Context: an optimization exercise on an open-source flow, tuned for small area and a short achievable clock period. The choices shown serve that exercise and are no tape-out recipe.
The RTL was checked by simulation tests, not by an equivalence proof against the original design.
Power is estimated from default activity; no workload was simulated.

## fullHashDES
module fullHashDES(
    input clk,
    input M_valid,
    input rst_n,
    input [63 : 0] C_in,
    input [7 : 0] M,
    output reg hash_ready,
    output [31 : 0] digest_out
);
clock: 3.3 ns
lec_check: 0
cap_margin: 20
core_margin: 2
core_utilization: 40
setup_slack_margin: 1.0
slew_margin: 20
standard.sh (not shown) runs the stock make flow with config.mk's settings and CLKGATE_MAP_FILE= SYNTH_SCRIPT=/design/flow/synth_recipe.tcl, a recipe that flattens the netlist after the stock synthesis.
==> flow/flow/run.sh <==
#!/bin/bash
# Own layout flow: the standard ORFS flow (standard.sh), with two changes:
#  - synthesis: ORFS's synth.tcl with the extract_fa step skipped and
#    flow/abc.script as ABC's mapping script (registers are mapped exactly as
#    in the standard synthesis: same dfflibmap, names and cell types);
#  - port buffers: buf_1 cells (BUFFER_PORTS_ARGS) in place of ORFS's default.
# Every tool's output goes to a log file in this folder (and ORFS's own logs).
set -euo pipefail
W=$PWD
F=$W/flow

# synthesis script: a patched copy of ORFS's synth.tcl
python3 - "$FLOW_HOME/scripts/synth.tcl" "$W/own_synth.tcl" "$F/abc.script" > "$W/own_synth_patch.log" 2>&1 <<'PY'
import sys
src, dst, abc = sys.argv[1:4]
s = open(src).read()
pre = "source $::env(SCRIPTS_DIR)/synth_preamble.tcl"
fa = "  extract_fa {*}[dont_use_extract_fa_args]"
assert s.count(pre) == 1 and s.count(fa) == 1
s = s.replace(pre, pre + "\nset abc_args [lreplace $abc_args 1 1 {%s}]" % abc)
s = s.replace(fa, "  # extract_fa skipped")
open(dst, "w").write(s)
print("patched", src, "->", dst)
PY
sed "s#source \$::env(SCRIPTS_DIR)/synth.tcl#source $W/own_synth.tcl#" synth_recipe.tcl > "$W/own_synth_recipe.tcl"
grep -q "source $W/own_synth.tcl" "$W/own_synth_recipe.tcl"

bash standard.sh SYNTH_SCRIPT="$W/own_synth_recipe.tcl" \
  "BUFFER_PORTS_ARGS=-buffer_cell sky130_fd_sc_hd__buf_1" finish > "$W/own_flow_make.log" 2>&1
test -s out/final.def
==> flow/flow/abc.script <==
strash
&get -n
&fraig -x
&put
scorr
dc2
strash
&get -n
&dch -f
&nf -R 1000
&put
Next try:
==> flow/flow/abc.script (replaced) <==
strash
dch
map
topo
buffer
upsize
dnsize
SETUP_SLACK_MARGIN = 1.6   (was 1.0)
Result:
- critical path depth stays the same
- maximum frequency rises by 29%
- cell area grows by 19%
- die area rises by 11%

========
The RTL this note starts from:
==> flow/design.v <==
module fullHashDES(
    input clk,
    input M_valid,
    input rst_n,
    input [63 : 0] C_in,
    input [7 : 0] M,
    output reg hash_ready,
    output [31 : 0] digest_out
);
    localparam [31:0] H_INIT = {4'h3, 4'h0, 4'hF, 4'hD, 4'h1, 4'h7, 4'hB, 4'h4};
    function automatic [3:0] sbox(input [5:0] i);
        case (i)
            6'd0: sbox = 4'd2;
            6'd1: sbox = 4'd14;
            6'd2: sbox = 4'd12;
            6'd3: sbox = 4'd11;
            6'd4: sbox = 4'd4;
            6'd5: sbox = 4'd2;
            6'd6: sbox = 4'd1;
            6'd7: sbox = 4'd12;
            6'd8: sbox = 4'd7;
            6'd9: sbox = 4'd4;
            6'd10: sbox = 4'd10;
            6'd11: sbox = 4'd7;
            6'd12: sbox = 4'd11;
            6'd13: sbox = 4'd13;
            6'd14: sbox = 4'd6;
            6'd15: sbox = 4'd1;
            6'd16: sbox = 4'd8;
            6'd17: sbox = 4'd5;
            6'd18: sbox = 4'd5;
            6'd19: sbox = 4'd0;
            6'd20: sbox = 4'd3;
            6'd21: sbox = 4'd15;
            6'd22: sbox = 4'd15;
            6'd23: sbox = 4'd12;
            6'd24: sbox = 4'd13;
            6'd25: sbox = 4'd3;
            6'd26: sbox = 4'd0;
            6'd27: sbox = 4'd9;
            6'd28: sbox = 4'd14;
            6'd29: sbox = 4'd8;
            6'd30: sbox = 4'd9;
            6'd31: sbox = 4'd6;
            6'd32: sbox = 4'd4;
            6'd33: sbox = 4'd11;
            6'd34: sbox = 4'd2;
            6'd35: sbox = 4'd8;
            6'd36: sbox = 4'd1;
            6'd37: sbox = 4'd12;
            6'd38: sbox = 4'd11;
            6'd39: sbox = 4'd7;
            6'd40: sbox = 4'd12;
            6'd41: sbox = 4'd1;
            6'd42: sbox = 4'd13;
            6'd43: sbox = 4'd14;
            6'd44: sbox = 4'd7;
            6'd45: sbox = 4'd2;
            6'd46: sbox = 4'd8;
            6'd47: sbox = 4'd13;
            6'd48: sbox = 4'd15;
            6'd49: sbox = 4'd6;
            6'd50: sbox = 4'd9;
            6'd51: sbox = 4'd15;
            6'd52: sbox = 4'd12;
            6'd53: sbox = 4'd0;
            6'd54: sbox = 4'd5;
            6'd55: sbox = 4'd9;
            6'd56: sbox = 4'd6;
            6'd57: sbox = 4'd12;
            6'd58: sbox = 4'd3;
            6'd59: sbox = 4'd4;
            6'd60: sbox = 4'd0;
            6'd61: sbox = 4'd5;
            6'd62: sbox = 4'd14;
            6'd63: sbox = 4'd3;
            default: sbox = 4'd0;
        endcase
    endfunction
    function automatic [3:0] rotl(input [3:0] x, input integer r);
        rotl = (r == 0) ? x : ((x << r) | (x >> (4 - r)));
    endfunction
    function automatic [31:0] perm(input [31:0] h);
        integer i;
        for (i = 0; i < 8; i = i + 1)
            perm[4*i +: 4] = rotl(h[4*((i+1)%8) +: 4], i/2);
    endfunction
    function automatic [31:0] perm2(input [31:0] h);
        perm2 = perm(perm(h));
    endfunction
    function automatic [31:0] perm3(input [31:0] h);
        perm3 = perm(perm2(h));
    endfunction
    function automatic [31:0] perm4(input [31:0] h);
        perm4 = perm2(perm2(h));
    endfunction
    function automatic [31:0] perm7(input [31:0] h);
        perm7 = perm3(perm4(h));
    endfunction
    function automatic [31:0] tmap(input [3:0] u);
        tmap = {rotl(u, 2), rotl(u, 1), u, rotl(u, 2), rotl(u, 2), rotl(u, 3), u, u};
    endfunction
    function automatic [3:0] ubits(input [3:0] s);
        ubits = {s[1]^s[2], s[0]^s[1], s[0]^s[3], s[2]^s[3]};
    endfunction
    function automatic [2:0] ubox3(input [5:0] i);
        case (i)
            6'd0: ubox3 = 3'd4;
            6'd1: ubox3 = 3'd6;
            6'd2: ubox3 = 3'd2;
            6'd3: ubox3 = 3'd1;
            6'd4: ubox3 = 3'd1;
            6'd5: ubox3 = 3'd4;
            6'd6: ubox3 = 3'd6;
            6'd7: ubox3 = 3'd2;
            6'd8: ubox3 = 3'd3;
            6'd9: ubox3 = 3'd1;
            6'd10: ubox3 = 3'd7;
            6'd11: ubox3 = 3'd3;
            6'd12: ubox3 = 3'd1;
            6'd13: ubox3 = 3'd4;
            6'd14: ubox3 = 3'd5;
            6'd15: ubox3 = 3'd6;
            6'd16: ubox3 = 3'd3;
            6'd17: ubox3 = 3'd7;
            6'd18: ubox3 = 3'd7;
            6'd19: ubox3 = 3'd0;
            6'd20: ubox3 = 3'd2;
            6'd21: ubox3 = 3'd0;
            6'd22: ubox3 = 3'd0;
            6'd23: ubox3 = 3'd2;
            6'd24: ubox3 = 3'd4;
            6'd25: ubox3 = 3'd2;
            6'd26: ubox3 = 3'd0;
            6'd27: ubox3 = 3'd5;
            6'd28: ubox3 = 3'd6;
            6'd29: ubox3 = 3'd3;
            6'd30: ubox3 = 3'd5;
            6'd31: ubox3 = 3'd5;
            6'd32: ubox3 = 3'd1;
            6'd33: ubox3 = 3'd1;
            6'd34: ubox3 = 3'd4;
            6'd35: ubox3 = 3'd3;
            6'd36: ubox3 = 3'd6;
            6'd37: ubox3 = 3'd2;
            6'd38: ubox3 = 3'd1;
            6'd39: ubox3 = 3'd3;
            6'd40: ubox3 = 3'd2;
            6'd41: ubox3 = 3'd6;
            6'd42: ubox3 = 3'd4;
            6'd43: ubox3 = 3'd6;
            6'd44: ubox3 = 3'd3;
            6'd45: ubox3 = 3'd4;
            6'd46: ubox3 = 3'd3;
            6'd47: ubox3 = 3'd4;
            6'd48: ubox3 = 3'd0;
            6'd49: ubox3 = 3'd5;
            6'd50: ubox3 = 3'd5;
            6'd51: ubox3 = 3'd0;
            6'd52: ubox3 = 3'd2;
            6'd53: ubox3 = 3'd0;
            6'd54: ubox3 = 3'd7;
            6'd55: ubox3 = 3'd5;
            6'd56: ubox3 = 3'd5;
            6'd57: ubox3 = 3'd2;
            6'd58: ubox3 = 3'd2;
            6'd59: ubox3 = 3'd1;
            6'd60: ubox3 = 3'd0;
            6'd61: ubox3 = 3'd7;
            6'd62: ubox3 = 3'd6;
            6'd63: ubox3 = 3'd2;
            default: ubox3 = 3'd0;
        endcase
    endfunction
    function automatic [31:0] absorb(input [31:0] h, input [3:0] u);
        absorb = perm4(h) ^ tmap(u);
    endfunction
    function automatic [31:0] kfin(input [15:0] l);
        reg [3:0] s6, s7;
        begin
            s6 = sbox({l[15]^l[9], l[11], l[10], l[13]^l[8], l[12], l[14]});
            s7 = sbox({l[7]^l[1], l[3], l[2], l[5]^l[0], l[4], l[6]});
            kfin = {rotl(s7, 3), rotl(s6, 3), rotl(4'd2, 2), rotl(4'd2, 2),
                    rotl(4'd2, 1), rotl(4'd2, 1), 4'd2, 4'd2};
        end
    endfunction
    reg busy;
    reg take;        
    reg pend;
    reg [2:0] u_r;
    reg [15:0] q;
    reg [31:0] g;
    wire [15:0] L = C_in[15:0];
    wire start = !busy && M_valid;
    wire recv = take && M_valid;
    wire done = busy && !take && !pend;
    wire [31:0] g_base = H_INIT ^ (L[0] ? perm3(kfin(L)) : perm7(kfin(L)));
    always @(posedge clk or negedge rst_n) begin
        if (!rst_n) begin
            busy <= 1'b0;
            hash_ready <= 1'b0;
        end else if (start) begin
            busy <= 1'b1;
            hash_ready <= 1'b0;
        end else if (done) begin
            busy <= 1'b0;
            hash_ready <= 1'b1;
        end
    end
    always @(posedge clk) begin
        if (!busy) take <= M_valid && (|L[15:1]);
        else if (recv) take <= (|q[15:2]) || (q[1] && q[0]);
    end
    always @(posedge clk) begin
        u_r <= ubox3({M[3]^M[2], M[1], M[0], M[7], M[6], M[5]^M[4]});
        if (!busy) begin
            q <= L;
            pend <= M_valid && (L != 16'd0);
        end else begin
            q <= q - {15'd0, recv};
            pend <= recv;
        end
        if (start) g <= g_base;
        else if (pend) g <= absorb(g, {^u_r, u_r});
    end
    wire [31:0] dg = perm(g);
    assign digest_out = {dg[3:0], dg[7:4], dg[11:8], dg[15:12],
                         dg[19:16], dg[23:20], dg[27:24], dg[31:28]};
endmodule
Settings: LEC_CHECK=0, CAP_MARGIN=20, CORE_MARGIN=2, CORE_UTILIZATION=40, SETUP_SLACK_MARGIN=1.65, SLEW_MARGIN=20; clock period 3.3 ns.
==> flow/flow/abc.script <==
strash
dch
map
topo
buffer
upsize
dnsize
Scripts as last shown in full above: flow/flow/run.sh
Rerun with:
- SETUP_SLACK_MARGIN: 1.65 -> 1.6
- final area decreases by 2.2%
- worst hold slack got worse by 0.0057 ns
- flip-flop and latch count stays the same
- clock-buffer cell count rose by 1
- clock skew drops by 0.0054 ns
- combinational power drops by about 3%

==> port drivers added, routing unchanged <==
Ports are ideal in the flow. The routed layouts listed here were re-timed in OpenROAD.
Step 1 assumes that a clkbuf_16 drives the clock port and a buf_2 every other input.
Step 2, shift: input delay + t, output delay - t, t = (earliest + latest rising clock arrival at the registers) / 2. This alone moves slack from input paths to output paths.
Slacks: ideal / step 1 / step 2; pairs: ideal / step 1.
run	t (ns)	slack for setup (ns)	hold WS [ns]	worst setup path at the end	slew at the worst register clock pin (ns)
the first run of note 1	0.344	1.148 / 1.154 / 0.816	0.109 / 0.106 / 0.450	input to register	0.12 / 0.12
the second run of note 1	0.350	1.630 / 1.635 / 1.285	0.088 / 0.112 / 0.463	input to register	0.12 / 0.12
the first run of note 2	0.346	1.689 / 1.669 / 1.324	0.131 / 0.127 / 0.472	input to register	0.11 / 0.11
the second run of note 2	0.343	1.609 / 1.586 / 1.243	0.125 / 0.127 / 0.470	input to register	0.11 / 0.11
After both steps setup and hold are still met in every run listed. The setup slack of the second run of note 2, which loses most, moves by -0.023 ns with the drivers and by -0.366 ns with both steps.
